This design comes from an exercise in tuning for small area on the open sky130 flow, not from production work. Function was checked by simulation only, so behaviour that the tests miss may differ from the original. Power and IR drop assume default switching activity.

--- design.v ---
module AddModuleALU(
	input[31:0] firstInput,
	input[31:0] secondInput,
	output[31:0] result,
	input carryFlag,
	input countCarry,
	output newCarryFlag,
	output newOverflowFlag
);
	wire[31:0] tempResult;
	assign tempResult = firstInput + secondInput;
	assign result = countCarry ? tempResult + carryFlag : tempResult;
	assign newCarryFlag = (firstInput[31] & secondInput[31]) | (secondInput[31] & ~result[31]) | (firstInput[31] & ~result[31]);
	assign newOverflowFlag = (firstInput[31] & secondInput[31] & ~result[31]) | (~firstInput[31] & ~secondInput[31] & result[31]);
endmodule
module SubtractModuleALU (
	input[31:0] firstInput,
	input[31:0] secondInput,
	output[31:0] result,
	input carryFlag,
	input countCarry,
	input reverseInputs,
	output newCarryFlag,
	output newOverflowFlag
);
	wire[31:0] actualFirstInput, actualSecondInput, tempResult;
	assign actualFirstInput = reverseInputs ? secondInput : firstInput;
	assign actualSecondInput = reverseInputs ? firstInput : secondInput;
	assign tempResult = actualFirstInput - actualSecondInput;
	assign result = countCarry ? tempResult + carryFlag - 1 : tempResult;
	assign newCarryFlag = (actualFirstInput[31] & ~actualSecondInput[31]) | (~actualSecondInput[31] & ~result[31]) | (actualFirstInput[31] & ~result[31]);
	assign newOverflowFlag = (actualFirstInput[31] & ~actualSecondInput[31] & ~result[31]) | (~actualFirstInput[31] & actualSecondInput[31] & result[31]);										
endmodule
module ALU (
	input[31:0] aBus,
	input[31:0] barrelOutput,
	input clk,
	input[3:0] aluOp,
	input updateFlags,
	input carryFlag, zeroFlag, overflowFlag, negativeFlag,
	output newCarryFlag, newZeroFlag, newOverflowFlag, newNegativeFlag,
	output[31:0] aluBus
);
    logic opAnd, opEor, opSub, opRsb, opAdd, opAdc, opSbc, opRsc, opTst, opTeq, opCmp, opCmn, opOrr, opMov, opBic, opMvn;
    always @(posedge clk) begin
        opAnd = 1'b0;
        opEor = 1'b0;
        opSub = 1'b0;
        opRsb = 1'b0;
        opAdd = 1'b0;
        opAdc = 1'b0;
        opSbc = 1'b0;
        opRsc = 1'b0;
        opTst = 1'b0;
        opTeq = 1'b0;
        opCmp = 1'b0;
        opCmn = 1'b0;
        opOrr = 1'b0;
        opMov = 1'b0;
        opBic = 1'b0;
        opMvn = 1'b0;
        case(aluOp)
            4'b0000: begin
                opAnd = 1'b1;
            end
            4'b0001: begin
                opEor = 1'b1;
            end
            4'b0010: begin
                opSub = 1'b1;
            end
            4'b0011: begin
                opRsb = 1'b1;
            end
            4'b0100: begin
                opAdd = 1'b1;
            end
            4'b0101: begin
                opAdc = 1'b1;
            end
            4'b0110: begin
                opSbc = 1'b1;
            end
            4'b0111: begin
                opRsc = 1'b1;
            end
            4'b1000: begin
                opTst = 1'b1;
            end
            4'b1001: begin
                opTeq = 1'b1;
            end
            4'b1010: begin
                opCmp = 1'b1;
            end
            4'b1011: begin
                opCmn = 1'b1;
            end
            4'b1100: begin
                opOrr = 1'b1;
            end
            4'b1101: begin
                opMov = 1'b1;
            end
            4'b1110: begin
                opBic = 1'b1;
            end
            4'b1111: begin
                opMvn = 1'b1;
            end
        endcase
    end
	wire[31:0] outputValue;
	wire canOutput;
	assign canOutput = opAnd | opEor | opSub | opRsb | opAdd | opAdc | opSbc | opRsc | opTst | opTeq | opCmp | opCmn | opOrr | opMov | opBic | opMvn;
	assign aluBus = outputValue;
	wire considerCarryFlag;
	assign considerCarryFlag = opAdc | opSbc | opRsc;
	wire[31:0] addModuleResult;
	wire addModuleNewCarryFlag, addModuleNewOverflowFlag;
	AddModuleALU addModuleAlu(
		.firstInput(aBus),
		.secondInput(barrelOutput),
		.result(addModuleResult),
		.carryFlag(carryFlag),
		.countCarry(considerCarryFlag),
		.newCarryFlag(addModuleNewCarryFlag),
		.newOverflowFlag(addModuleNewOverflowFlag)
	);
	wire[31:0] subtractModuleResult;
	wire subtractModuleNewCarryFlag, subtractModuleNewOverflowFlag;
	wire reverseInputs;
	assign reverseInputs = opRsb | opRsc;
	SubtractModuleALU subtractModuleAlu(
		.firstInput(aBus),
		.secondInput(barrelOutput),
		.result(subtractModuleResult),
		.carryFlag(carryFlag),
		.countCarry(considerCarryFlag),
		.reverseInputs(reverseInputs),
		.newCarryFlag(subtractModuleNewCarryFlag),
		.newOverflowFlag(subtractModuleNewOverflowFlag)
	);
	wire[31:0] andResult;
	assign andResult = aBus & barrelOutput;
	wire[31:0] eorResult;
	assign eorResult = aBus ^ barrelOutput;
	wire[31:0] orrResult;
	assign orrResult = aBus | barrelOutput;
	wire[31:0] movResult;
	assign movResult = barrelOutput;
	wire[31:0] bicResult;
	assign bicResult = aBus & (~barrelOutput);
	wire[31:0] mvnResult;
	assign mvnResult = ~barrelOutput;
	assign outputValue = opAdd ? addModuleResult :
								opAdc ? addModuleResult :
								opCmn ? addModuleResult :
								opSbc ? subtractModuleResult :
								opRsc ? subtractModuleResult :
								opRsb ? subtractModuleResult :
								opSub ? subtractModuleResult :
								opCmp ? subtractModuleResult :
								opAnd ? andResult :
								opTst ? andResult :
								opEor ? eorResult :
								opTeq ? eorResult :
								opOrr ? orrResult :
								opMov ? movResult :
								opBic ? bicResult :
								opMvn ? mvnResult :
								32'h0;
	assign newCarryFlag = updateFlags ? (opAdd ? addModuleNewCarryFlag :
													 opAdc ? addModuleNewCarryFlag :
													 opCmn ? addModuleNewCarryFlag :
													 opSbc ? subtractModuleNewCarryFlag :
													 opRsc ? subtractModuleNewCarryFlag :
													 opRsb ? subtractModuleNewCarryFlag :
													 opSub ? subtractModuleNewCarryFlag :
													 opCmp ? subtractModuleNewCarryFlag :
													 1'b0)
												 : carryFlag;
	assign newZeroFlag = updateFlags ? outputValue == 0 : zeroFlag;
	assign newOverflowFlag = updateFlags ? (opAdd ? addModuleNewOverflowFlag :
														 opAdc ? addModuleNewOverflowFlag :
														 opCmn ? addModuleNewOverflowFlag :
														 opSbc ? subtractModuleNewOverflowFlag :
														 opRsc ? subtractModuleNewOverflowFlag :
														 opRsb ? subtractModuleNewOverflowFlag :
														 opSub ? subtractModuleNewOverflowFlag :
														 opCmp ? subtractModuleNewOverflowFlag :
														 1'b0)
													 : overflowFlag;
	assign newNegativeFlag = updateFlags ? outputValue[31] == 1 : negativeFlag;
endmodule
`timescale 1ns / 1ps
module BarrelShifter(
    input clk,
    input[31:0] b_bus,
    input[1:0] shift_type,
    input[4:0] shift_amount_imm,
    input[7:0] shift_amount_reg,
    input reg_shift,
    output logic [31:0] alu_input
);  
    logic [31:0] register_shift_output, imm_shift_output;
    always_ff @(posedge clk) begin
        case (shift_type)
         2'b00: begin
            register_shift_output = b_bus << shift_amount_reg;
         end
         2'b01: begin
            register_shift_output = b_bus >> shift_amount_reg;
         end
         2'b10: begin
            register_shift_output = $signed(b_bus) >>> shift_amount_reg;
         end
         2'b11: begin
            register_shift_output = (b_bus >> shift_amount_reg[4:0]) | (b_bus << (32 - shift_amount_reg[4:0]));
         end
        endcase
    end
    always_comb begin
        case (shift_type)
         2'b00: begin
            imm_shift_output = b_bus << shift_amount_imm;
         end
         2'b01: begin
            imm_shift_output = b_bus >> shift_amount_imm;
         end
         2'b10: begin
            imm_shift_output = $signed(b_bus) >>> shift_amount_imm;
         end
         2'b11: begin
            imm_shift_output = (b_bus >> shift_amount_imm) | (b_bus << (32 - shift_amount_imm));
         end
        endcase
    end
    always_comb begin
        if (reg_shift == 1'b1) begin
            alu_input = register_shift_output;
        end else begin
            alu_input = imm_shift_output;
        end
    end
endmodule
`timescale 1ns / 1ps
module BranchHandler (
    input overflow_flag,
    input carry_flag,
    input zero_flag,
    input negative_flag,
    input[3:0] op_condition_flag,
    output logic should_branch
);
    always_comb begin
        case(op_condition_flag)
            4'b0000: should_branch = zero_flag == 1;
            4'b0001: should_branch = zero_flag == 0;
            4'b0010: should_branch = carry_flag == 1;
            4'b0011: should_branch = carry_flag == 0;
            4'b0100: should_branch = negative_flag == 1;
            4'b0101: should_branch = negative_flag == 0;
            4'b0110: should_branch = overflow_flag == 1;
            4'b0111: should_branch = overflow_flag == 0;
            4'b1000: should_branch = carry_flag == 1 && zero_flag == 0;
            4'b1001: should_branch = carry_flag == 0 || zero_flag == 1;
            4'b1010: should_branch = negative_flag == overflow_flag;
            4'b1011: should_branch = negative_flag != overflow_flag;
            4'b1100: should_branch = zero_flag == 0 && (negative_flag == overflow_flag);
            4'b1101: should_branch = zero_flag == 1 || (negative_flag != overflow_flag);
            4'b1110: should_branch = 1;
            4'b1111: should_branch = 0;
        endcase      
    end
endmodule
module ARM7Execute (
    input         clk,
    input  [31:0] a_bus,
    input  [31:0] b_bus,
    input  [1:0]  shift_type,
    input  [4:0]  shift_amount_imm,
    input  [7:0]  shift_amount_reg,
    input         reg_shift,
    input  [3:0]  alu_op,
    input         update_flags,
    input         carry_flag,
    input         zero_flag,
    input         overflow_flag,
    input         negative_flag,
    input  [3:0]  cond,
    output [31:0] alu_bus,
    output        new_carry_flag,
    output        new_zero_flag,
    output        new_overflow_flag,
    output        new_negative_flag,
    output        cond_pass
);
    wire [31:0] shifter_out;
    BarrelShifter barrelShifter (
        .clk(clk),
        .b_bus(b_bus),
        .shift_type(shift_type),
        .shift_amount_imm(shift_amount_imm),
        .shift_amount_reg(shift_amount_reg),
        .reg_shift(reg_shift),
        .alu_input(shifter_out)
    );
    ALU alu (
        .aBus(a_bus),
        .barrelOutput(shifter_out),
        .clk(clk),
        .aluOp(alu_op),
        .updateFlags(update_flags),
        .carryFlag(carry_flag),
        .zeroFlag(zero_flag),
        .overflowFlag(overflow_flag),
        .negativeFlag(negative_flag),
        .newCarryFlag(new_carry_flag),
        .newZeroFlag(new_zero_flag),
        .newOverflowFlag(new_overflow_flag),
        .newNegativeFlag(new_negative_flag),
        .aluBus(alu_bus)
    );
    BranchHandler branchHandler (
        .overflow_flag(overflow_flag),
        .carry_flag(carry_flag),
        .zero_flag(zero_flag),
        .negative_flag(negative_flag),
        .op_condition_flag(cond),
        .should_branch(cond_pass)
    );
endmodule
--- run.sh ---
#!/bin/bash
# synth_recipe.tcl (not shown) runs the flow's synth.tcl, then flattens the netlist and writes it again
# the make line also repeats each setting of config.mk as NAME=value (left out here)
make -C /OpenROAD-flow-scripts/flow DESIGN_CONFIG=/design/flow/config.mk WORK_HOME=/design/flow/orfs CLKGATE_MAP_FILE= SYNTH_SCRIPT=/design/flow/synth_recipe.tcl finish
--- config.mk ---
export PLATFORM = sky130hd
export DESIGN_NAME = ARM7Execute
export DESIGN_NICKNAME = ARM7Execute
export VERILOG_FILES = /design/flow/design.v
export SDC_FILE = /design/flow/constraint.sdc
export NUM_CORES = 4
export LEC_CHECK = 0
export CAP_MARGIN = 20
export CORE_MARGIN = 2
export CORE_UTILIZATION = 30
export SLEW_MARGIN = 20
--- constraint.sdc ---
create_clock -name core_clock -period 13.0 [get_ports {clk}]
set_input_delay 2.6000 -clock core_clock [delete_from_list [all_inputs] [get_ports {clk}]]
set_output_delay 2.6000 -clock core_clock [all_outputs]
set_load 0.01 [all_outputs]
==> impl_results.md <==
- Status: no timing/DRC/antenna violations
- Crit end category: output port
- Final number of hold-violating endpoints: 0
- Routability cong.: 1.04
- Post-Synth Adder-Cell Area: 6.99%
- Synth Net Count: 3,748
- Number of synthesized flops with an enable pin: 0
- Tmin final: 12.81 ns
- Main flop type after synthesis: dfxtp_1
- Min-Delay Startpoint: alu_op[1]
- Setup TNS: 0 ns
- Cell with the most instances after synthesis: nand2_1
- Antenna-violating nets left: 0
- Dpl cell area: 0.0283 mm2
- DIE AREA: 0.0841 mm2
- CTS tree: done
- Crit path max fanout: 14
- Core Area: 0.0808 mm2
- Num CTS Buffers: 5
- Top-area cell type share of the netlist area: 10.6%
- LEAKAGE: 11.2 nW
- Synth Area in Simple Gates: 24.1%
- Setup violations, final: 0
- Input/output buffers: 130
- Slew Limit Headroom: 33.2%
- Max_cap viols: 0
- Clk slew on worst S/H paths: 0.08 ns
- Seq/Total Area, Yosys: 3.91%
- Synth Area per Inst: 6.98 um2
- Unique masters post-synth: 124
- Fin area: 0.0287 mm2
- Largest net degree at the start of global routing: 83
- Post-Syn Area: 0.0246 mm2
- Mux contribution to synthesized area: 21.8%
- Num ports: 131
- Routed length per instance: 27.5 um
- Most frequent cells after synthesis: nand2_1 (407), nor2_1 (353), a21oi_1 (299)
- Area grow syn2layout: 16.9%
- Worst Hold Depth: 2
- Initial DRC Count: 4,126
- Area contributors post-synth: mux4_2 (11%), ha_1 (6.8%), nand2_1 (6.2%)
- First-pass GRT wire length: 190,000 um
- Clock sink count: 48
- Final Max Tran Viols: 0
- Compound-cell area share of the yosys netlist: 32.3%
- Vias per cell: 6.43
- Hold EP: alu.opOrr
- HPWL after DPL: 101,000 um
- Layout cells sized above 1: 19.5%
- RSZ-0062 raised after global routing: false
- Synth Instances: 3,518
- Clock Tree Root: clkbuf_16
- Die Wd: 290 um
- Ant diodes: 0
- Gr usage total: 29.5%
- Nets: 3,892
- 1st-pass router iterations: 6
- Synthesized flop and latch total: 48
- Fin crit share: 98.5%
- CP arrival: 10.21 ns
- Synth area leader: mux4_2
- Vias in the first global route: 27,800
- Overflow after GRT: 0
- Num rows: 104
- Synth warn: 3
- Initial antenna violation count: 1
- Worst Path Required: 10.40 ns
- WS Path Type: primary input to output port
- Worst-margin pin slew: 0.974 ns
- Hold-fix buffer count after cts: 0
- Max Root-Sink Buffers: 2
- HP Class: primary input to register
- PwrDens: 84.0 mW/mm2
- Die height: 290 um
- Max rail drop VDD: 0.0607 mV
- Setup crit start kind: primary input
- Vias post-DR: 30,400
- Initial Util: 30.4%
- WL final: 130,000 um
- Async S/R FF share, synth: 0%
- Main combinational cell family by area after synthesis: compound AO/OA/AOI/OAI gates
- H-tree depth: 2
- Fmax: 78.1 MHz
- Power Total: 0.00241 W
- DRC: 0
- Final Util: 35.5%
- Xor and xnor area share after synthesis: 2.73%
## where the power goes
| group | internal (W) | switching, W |
|---|---|---|
| Combinational | 0.000840 | 0.00122 |
| Clock | 0.000111 | 0.0000681 |
| Sequential | 0.000160 | 0.0000115 |
| Total | 0.00111 | 0.00130 |
## cell type report
| cell class | count | area (um2) |
|---|---|---|
| clock buffers | 5 | 125 |
| clock inverters | 3 | 68.8 |
| fillers | 8660 | 52100 |
| inverters | 120 | 450 |
| multi-input cells | 3012 | 21800 |
| flip-flops and latches | 48 | 961 |
| well taps | 1060 | 1330 |
| repair buffers | 475 | 3960 |
## registers in the layout, indices dropped and copies added (netlist names)
register / cells
alu.opAnd: 1
alu.opCmp: 1
alu.opAdd: 1
alu.opMvn: 1
alu.opOrr: 1
alu.opCmn: 1
barrelShifter.register_shift_output: 32
alu.opMov: 1
alu.opAdc: 1
alu.opTeq: 1
alu.opTst: 1
alu.opRsc: 1
alu.opBic: 1
alu.opSbc: 1
alu.opRsb: 1
alu.opEor: 1
alu.opSub: 1
## per-stage QoR
step | std cells | setup WS (ns) | hold WS [ns]
after CTS | 4722 | 0.0700 | 2.99
after global routing | 4723 | 0.00122 | 3.03
final | 4723 | 0.192 | 3.00
after global placement | 4714 | 0.0759 | 3.32
after floorplan | 3518 | 0.172 | 2.67
after detailed placement | 4714 | 0.0940 | 3.31
## worst max-delay path by stage
| stage | from | end | slack, ns | depth (start not counted) |
|---|---|---|---|---|
| floorplan | shift_amount_imm[1] | new_zero_flag | 0.17 | 32 |
| global route | b_bus[0] | new_zero_flag | 0.001 | 26 |
| CTS | b_bus[25] | new_zero_flag | 0.07 | 26 |
| global placement | b_bus[25] | new_zero_flag | 0.08 | 26 |
| detailed placement | b_bus[25] | new_zero_flag | 0.09 | 26 |
| finish | b_bus[2] | new_zero_flag | 0.19 | 26 |
## critical path: stages
cell             delay [ns]
clkdlybuf4s50_1        0.50
buf_4                  0.24
mux2_2                 0.29
mux2i_1                0.59
o21ai_0                0.27
a32oi_1                0.30
o21a_1                 0.28
nor2_1                 0.06
a21oi_1                0.16
ha_1                   0.27
buf_4                  0.18
and3b_1                0.17
or3_1                  0.40
a221oi_1               0.31
xnor3_1                0.30
o21ai_0                0.26
nor4bb_1               0.12
or4_1                  0.63
or4_4                  0.46
nor4_2                 0.23
nand4bb_1              0.21
nor4_2                 0.32
buf_4                  0.15
nand3_1                0.16
o22ai_2                0.13
clkdlybuf4s50_1        0.57
## kinds of logic (layout without fill, tap and decap cells)
logic type	after synthesis	count (layout)
mux	377	377
fa+ha+maj	136	136
simple gates	1241	1241
flops	48	48
xor+xnor	71	71
compound gates	1187	1187
buf+inv	458	603
## repair_timing
item | in CTS | in global routing
resized for setup | 0 | 33
endpoints found under the setup margin | 0 | 8
hold endpoints to repair | 0 | 0
buffers inserted | 0 | 0
## layer usage
layer / global-route usage (%) / wire length, um / up-vias
li1: - / - / 13600
met1: 40.7 / 54700 / 14500
met2: 45.3 / 55900 / 1938
met3: 5.19 / 13300 / 293
met4: 11.7 / 5900 / 0
met5: 0 / 0 / -
## cells in the final DEF, fill, tap and decap left out, types with 49 or more instances in the layout
cell	n
a211oi_1	65
a21oi_1	297
a31oi_1	53
buf_4	338
clkdlybuf4s50_1	118
ha_1	133
inv_1	112
mux2_2	108
mux2i_1	149
mux4_2	116
nand2_1	407
nand3_1	68
nor2_1	350
nor3_1	94
o211ai_1	61
o21ai_0	246
o22ai_1	49

[afterwards: timing with drivers on the ports]
The results above use ideal ports. As a check the final layout listed here was re-extracted and re-timed, cells and wires unchanged. Step 1 assumes that a clkbuf_16 drives the clock port and a buf_2 every other input. Step 2 times the ports against the registers' clock, not the clock port: input delays grow and output delays shrink by t, the midpoint of the rising clock arrivals with the driver on. a / b / c = ideal ports / drivers / drivers and shift; a / b = the first two.
t, ns: 0.369
setup slack, ns: 0.192 / 0.171 / 0.171
worst setup path at the end: input to output
worst register clock-pin slew, ns: 0.08 / 0.08
pins driven straight from the clock port: 1
After both steps setup and hold are still met in this run. The setup slack of this run moves by -0.021 ns with the drivers and by -0.021 ns with both steps.
